Source: an optimization exercise on an open RTL-to-GDS flow (aim: a short achievable clock period and few clock cycles). Production flows keep margins and buffers that such runs may drop. The RTL was checked by simulation tests, not by an equivalence proof against the original design. Power is estimated from default activity; no workload was simulated.

Setup of job 105:
// mips_single_cycle
module mips_single_cycle(
	input logic asyn_n_rst,
	input logic clk,
	input logic [31:0] instruction,
	input logic [31:0] dm_q,
	output logic [31:0] PC,
	output logic [15:0] dm_address,
	output logic [31:0] dm_d,
	output logic dm_we
	);
export LEC_CHECK = 0
export ABC_CLOCK_PERIOD_IN_PS = 2500
export CAP_MARGIN = 20
export CORE_MARGIN = 2
export CORE_UTILIZATION = 60
export SLEW_MARGIN = 20
export TNS_END_PERCENT = 100
create_clock -name core_clock -period 9.0 [get_ports {clk}]
standard.sh (not shown) runs the stock make flow with config.mk's settings and CLKGATE_MAP_FILE= SYNTH_SCRIPT=/design/flow/synth_recipe.tcl, a recipe that flattens the netlist after the stock synthesis.
==> flow/flow/run.sh <==
#!/bin/bash
set -euo pipefail
bash standard.sh SETUP_SLACK_MARGIN=6.3 finish > standard_flow.log 2>&1
Testbench counts of job 105, summed over its fixed seeds: cycles 20,653.
The following lists how job 104 was set up differently from job 105:
--- a/flow/design.v
+++ b/flow/design.v
@@ -415,15 +415,16 @@
 	end
 	logic        k1, k2;
 	logic        d_we, d_load, d_store, d_memimm, d_bimm;
 	logic        d_chkeq, d_chkne, d_chkle, d_chkgt, d_ret;
 	logic        d_fwds, d_fwdt, d_fwds2, d_fwdt2;
 	logic        e_we;
 	logic [4:0]  e_wri;
-	logic [4:0]  d_rsi, d_rti, d_wri, d_sa;
+	logic [4:0]  d_wri, d_sa;
+	logic [31:0] d_rsoh, d_rtoh;
 	logic [15:0] d_imm;
 	logic [31:0] d_immval, d_alt;
 	logic [9:0]  d_alu;
 	logic        d_fwdb, d_fwdm;
 	always_ff @(posedge clk or negedge asyn_n_rst) begin
 		if (!asyn_n_rst) begin
 			PC <= 32'b0;
@@ -446,16 +447,16 @@
 		d_chkgt <= f_blte & f_pred;
 		d_ret   <= f_ret;
 	end
 	always_ff @(posedge clk) begin
 		d_load   <= f_lwr | f_lwi;
 		d_memimm <= f_lwi | f_swi;
 		d_bimm   <= f_bimm;
-		d_rsi    <= f_rsi;
-		d_rti    <= f_rt;
+		d_rsoh   <= 32'b1 << f_rsi;
+		d_rtoh   <= 32'b1 << f_rt;
 		d_wri    <= f_wri;
 		d_sa     <= instruction[10:6];
 		d_imm    <= f_imm;
 		d_immval <= f_immval;
 		d_alt    <= f_alt;
 		d_alu    <= f_alu;
 		d_fwds   <= d_we & !k1 & (f_rsi == d_wri);
@@ -466,16 +467,25 @@
 		d_fwdt2  <= e_we & e_valid & (f_rt == e_wri);
 	end
 	logic [31:0] rf [0:31];
 	logic [31:0] qs, qt, e_result, dm_address_n;
 	logic        w_we;
 	logic [4:0]  w_wri;
 	logic [31:0] w_data;
-	assign qs = d_fwds2 ? w_data : rf[d_rsi];
-	assign qt = d_fwdt2 ? w_data : rf[d_rti];
+	logic [31:0] rs_q, rt_q;
+	always_comb begin
+		rs_q = 32'b0;
+		rt_q = 32'b0;
+		for (int k = 0; k < 32; k++) begin
+			rs_q = rs_q | ({32{d_rsoh[k]}} & rf[k]);
+			rt_q = rt_q | ({32{d_rtoh[k]}} & rf[k]);
+		end
+	end
+	assign qs = d_fwds2 ? w_data : rs_q;
+	assign qt = d_fwdt2 ? w_data : rt_q;
 	assign dm_address_n = ({32{d_fwdm & e_alu[A_ADD]}} & r_add) | ({32{d_fwdm & e_alu[A_SUB]}} & r_sub) |
 		         ({32{d_fwdm}} & r_rest) | ({32{!(d_fwdm)}} & (d_memimm ? {16'b0, d_imm} : qs));
 	logic        e_chkeq, e_chkne, e_chkle, e_chkgt, e_ret, e_valid;
 	logic [31:0] e_a, e_b, e_alt;
 	logic [4:0]  e_sa;
 	logic [9:0]  e_alu;
 	assign e_valid = !k1 & !k2;
- Any difference in power between job 104 and job 105 is small enough to ignore.
- Number of ordinary inverters in the final layout (lower): job 105
- In the metrics for job 104 and job 105, the one carrying the lower wire length is job 105.
- Relative to job 105, clock latency on the worst-skew pair increased by 0.04 ns in job 104.
- Relative to job 105, clock group share of total power has decreased by 0.3 points in job 104.
- In the metrics for job 104 and job 105, the one carrying the higher minimum period implied by the final worst setup slack is job 104.
- Of job 104 and job 105, the lower buffer share of cell area belongs to job 104.
- Against job 105 as the reference, job 104 delivers a higher sequential cell count.
Testbench counts of job 104, summed over its fixed seeds: cycles 20,653.

[static timing again, ports no longer ideal]
In the flow no input, the clock included, has a driving cell. The finished layouts below were timed again as built, in two steps.
Step 1, drivers: a clkbuf_16 drives clk and a buf_2 each remaining input, both assumed.
Step 2 adds t to the input delays and takes it off the output delays; t is the mean of the earliest and latest rising clock arrival at the registers after step 1. Input paths then give back, and output paths get back, about the clock's delay inside the block.
Slacks: ideal / step 1 / step 2; pairs: ideal / step 1.
run | t (ns) | setup WS [ns] | hold WS [ns] | worst setup path after step 2
job 105 | 0.859 | 5.495 / 5.495 / 4.842 | 0.318 / 0.318 / 0.318 | input to register
job 104 | 0.891 | 5.438 / 5.438 / 4.867 | 0.319 / 0.319 / 0.319 | input to register
After both steps every run listed still meets setup and hold. For job 105, which loses most, drivers alone change the setup slack by 0.000 ns; drivers and shift together by -0.653 ns.
